This is an optimization exercise on Yosys and OpenROAD, whose aim is a short achievable clock period and few clock cycles, not a production implementation. Only simulation tests tie the RTL to the original design; equivalence was not proved. Power and IR drop assume default switching activity.

==> flow/design.v (excerpt) <==
module top_proc #(parameter [31:0] INITIAL_PC = 32'h00400000)
  (
    output wire [31:0] PC,             
    output wire [31:0] dAddress,       
    output wire [31:0] dWriteData,     
    output wire MemRead,               
    output wire MemWrite,              
    input wire clk,                    
    input wire rst,                    
    input wire [31:0] instr,           
    input wire [31:0] dReadData);      
  datapath #(.INITIAL_PC(INITIAL_PC)) datapath_inst (
    .PC(PC), .dAddress(dAddress), .dWriteData(dWriteData),
    .MemRead(MemRead), .MemWrite(MemWrite),
    .clk(clk), .rst(rst), .instr(instr), .dReadData(dReadData));
endmodule
==> flow/config.mk <==
export PLATFORM = sky130hd
export DESIGN_NAME = top_proc
export DESIGN_NICKNAME = top_proc
export VERILOG_FILES = /design/flow/design.v
export SDC_FILE = /design/flow/constraint.sdc
export NUM_CORES = 4
export LEC_CHECK = 0
export ABC_CLOCK_PERIOD_IN_PS = 3000
export CAP_MARGIN = 20
export CORE_MARGIN = 2
export CORE_UTILIZATION = 40
export PLACE_DENSITY = 0.6
export SLEW_MARGIN = 20
export SYNTH_HIERARCHICAL = 1
==> flow/constraint.sdc <==
create_clock -name core_clock -period 13.0 [get_ports {clk}]
set_input_delay 2.6000 -clock core_clock [delete_from_list [all_inputs] [get_ports {clk}]]
set_output_delay 2.6000 -clock core_clock [all_outputs]
set_load 0.01 [all_outputs]
standard.sh (not shown) runs the stock make flow with config.mk's settings and CLKGATE_MAP_FILE= SYNTH_SCRIPT=/design/flow/synth_recipe.tcl, a recipe that flattens the netlist after the stock synthesis.
==> flow/flow/run.sh <==
#!/bin/bash
# The standard layout, with timing repair aiming well past the design's
# clock period (setup margin), so that the achieved period is as short as
# the design allows. The constraints are the design's own.
set -euo pipefail
MARGIN=$(cat flow/margin.txt)
bash standard.sh SETUP_SLACK_MARGIN=$MARGIN finish > standard_flow.log 2>&1
==> flow/flow/margin.txt <==
9.3
Testbench counts at the start, summed over its fixed seeds: cycles 16,524.
Then changed:
--- a/flow/design.v
+++ b/flow/design.v
@@ -83,13 +83,12 @@
   reg        s1m_e, s1w_e, s1r_e;           
   reg        s2m_e, s2w_e, s2r_e, s2i_e;    
   reg        s2mp_e, s2mn_e, s2wp_e, s2wn_e, s2rp_e, s2rn_e;   
   reg        h1m_e, h1w_e, h1r_e, h2m_e, h2w_e, h2r_e, h2i_e;
   reg        c1m_e, c1w_e, c1r_e, c2m_e, c2w_e, c2r_e;
   reg        d2m_e, d2w_e, d2r_e;
-  reg        z1m_e, z1w_e, z1r_e, z2m_e, z2w_e, z2r_e, z2i_e;    
   reg        sub_e, arith_e;
   reg [6:0]  sel_e, asel_e, wsel_e;
   reg [4:0]  rd_e;
   reg        we_e;       
   reg        lw_e;       
   reg        ld_e;       
@@ -132,13 +131,12 @@
   wire op_or  = is_alu & f3 == 3'b110;
   wire op_and = is_alu & f3 == 3'b111;
   wire op_sll = is_alu & f3 == 3'b001;
   wire op_sr  = is_alu & f3 == 3'b101;
   wire inv2   = op_sub | op_slt;    
   wire is_sh  = op_sll | op_sr;
-  wire is_add = is_alu & (f3 == 3'b000) & ~(is_r & f7b5);    
   wire [31:0] wb_m = lw_m ? dReadData : rwd_m;
   wire [31:0] rf1, rf2;
   regfile regfile_inst (
     .readData1(rf1), .readData2(rf2), .clk(clk),
     .readReg1(rs1), .readReg2(rs2),
     .writeReg(rd_m), .writeData(wb_m), .write(we_m));
@@ -166,19 +164,14 @@
   wire [31:0] alu_e, alu_a, alu_w;
   alu alu_inst (.result(alu_e), .aresult(alu_a), .wresult(alu_w),
                 .op1(op1), .op2(op2), .cin(sub_e),
                 .sop1(sop1), .shamt(shamt), .arith(arith_e), .sel(sel_e),
                 .asel(asel_e), .wsel(wsel_e));
   wire eq_e = (cmp1 == cmp2);
-  wire [31:0] zop1, zop2;
-  opmux #(32) zop1_mux (.y(zop1), .a(res_m), .b(wb_w), .c(rf1_e), .d(32'b0),
-                        .sa(z1m_e), .sb(z1w_e), .sc(z1r_e), .sd(1'b0));
-  opmux #(32) zop2_mux (.y(zop2), .a(res_m), .b(wb_w), .c(rf2_e), .d(imm_e),
-                        .sa(z2m_e), .sb(z2w_e), .sc(z2r_e), .sd(z2i_e));
-  wire zero_e;
-  sum_zero sum_zero_inst (.z(zero_e), .a(zop1), .b(zop2));
+  wire zero_e;           
+  sum_zero sum_zero_inst (.z(zero_e), .a(op1), .b(op2));
   wire mispred = br_e & (eq_e ^ pred_e);
   reg        mp_r;
   reg [31:2] alt_r;
   always @(posedge clk) begin
     mp_r  <= ~rst & mispred;
     alt_r <= alt_e;
@@ -214,13 +207,13 @@
       we_e <= ex & is_alu & (rd != 5'd0);
       lw_e <= ex & is_lw & (rd != 5'd0);
       ld_e <= ex & is_lw;
       st_e <= ex & is_sw;
       br_e <= ex & is_beq & ((rs1 != rs2) | ~near);
       rp_e <= go & dep;
-      add_e <= ex & is_add & (rd != 5'd0);
+      add_e <= ex & is_alu & (f3 == 3'b000) & ~(is_r & f7b5) & (rd != 5'd0);
     end
     rf1_e   <= rf1;
     rf2_e   <= rf2;
     imm_e   <= is_beq ? imm_b : is_sw ? imm_s : op_slt ? ~imm_i : imm_i;
     s1m_e   <= hitE1;
     s1w_e   <= ~hitE1 & hitM1;
@@ -245,19 +238,12 @@
     c1m_e   <= is_beq & hitE1;
     c1w_e   <= is_beq & ~hitE1 & hitM1;
     c1r_e   <= is_beq & ~hitE1 & ~hitM1;
     c2m_e   <= is_beq & hitE2;
     c2w_e   <= is_beq & ~hitE2 & hitM2;
     c2r_e   <= is_beq & ~hitE2 & ~hitM2;
-    z1m_e   <= is_add & hitE1;
-    z1w_e   <= is_add & ~hitE1 & hitM1;
-    z1r_e   <= is_add & ~hitE1 & ~hitM1;
-    z2i_e   <= is_add & is_i;
-    z2m_e   <= is_add & is_r & hitE2;
-    z2w_e   <= is_add & is_r & ~hitE2 & hitM2;
-    z2r_e   <= is_add & is_r & ~hitE2 & ~hitM2;
     d2m_e   <= is_sw & hitE2;
     d2w_e   <= is_sw & ~hitE2 & hitM2;
     d2r_e   <= is_sw & ~hitE2 & ~hitM2;
     sub_e   <= inv2;
     arith_e <= f7b5;
     sel_e   <= {op_sr, op_sll, op_and, op_or, op_xor, op_slt, op_add | op_sub};
Cell count came out lower by about 3%.
Total power came out higher by 1.8%.
Sequential power came out lower by about 1%.
Routed wire length came out lower by about 2.2%.
Via count came out lower by 3.3%.
Utilization came out higher by 0.70 points.
Clock power came out higher by about 2%.
Critical path depth came out higher by 8.
Non-clock buffer count came out higher by 61.
Hold slack improves by 11 ps.
Testbench counts after the change, summed over its fixed seeds: cycles 16,524.

-- afterwards: timing with drivers on the ports --
How much do the figures lean on ideal ports? The routed layouts below were timed once more, with nothing changed but the port constraints.
Step 1 assumes that a clkbuf_16 drives the clock port and a buf_2 every other input.
Step 2 adds t to the input delays and takes it off the output delays; t is the mean of the earliest and latest rising clock arrival at the registers after step 1. Input paths then give back, and output paths get back, about the clock's delay inside the block.
a / b / c = no drivers / after step 1 / after step 2; a / b = the first two.
run	t (ns)	slack for setup (ns)	worst register clock-pin slew, ns	worst data-port slew with drivers (ns)	pins driven straight from the clock port
the first run	0.913	9.049 / 8.898 / 7.985	0.07 / 0.07	0.44	1
the second run	0.897	9.067 / 8.927 / 8.029	0.07 / 0.07	0.39	1
After both steps setup and hold are still met in every run listed. The setup slack of the first run, which loses most, moves by -0.151 ns with the drivers and by -1.064 ns with both steps.
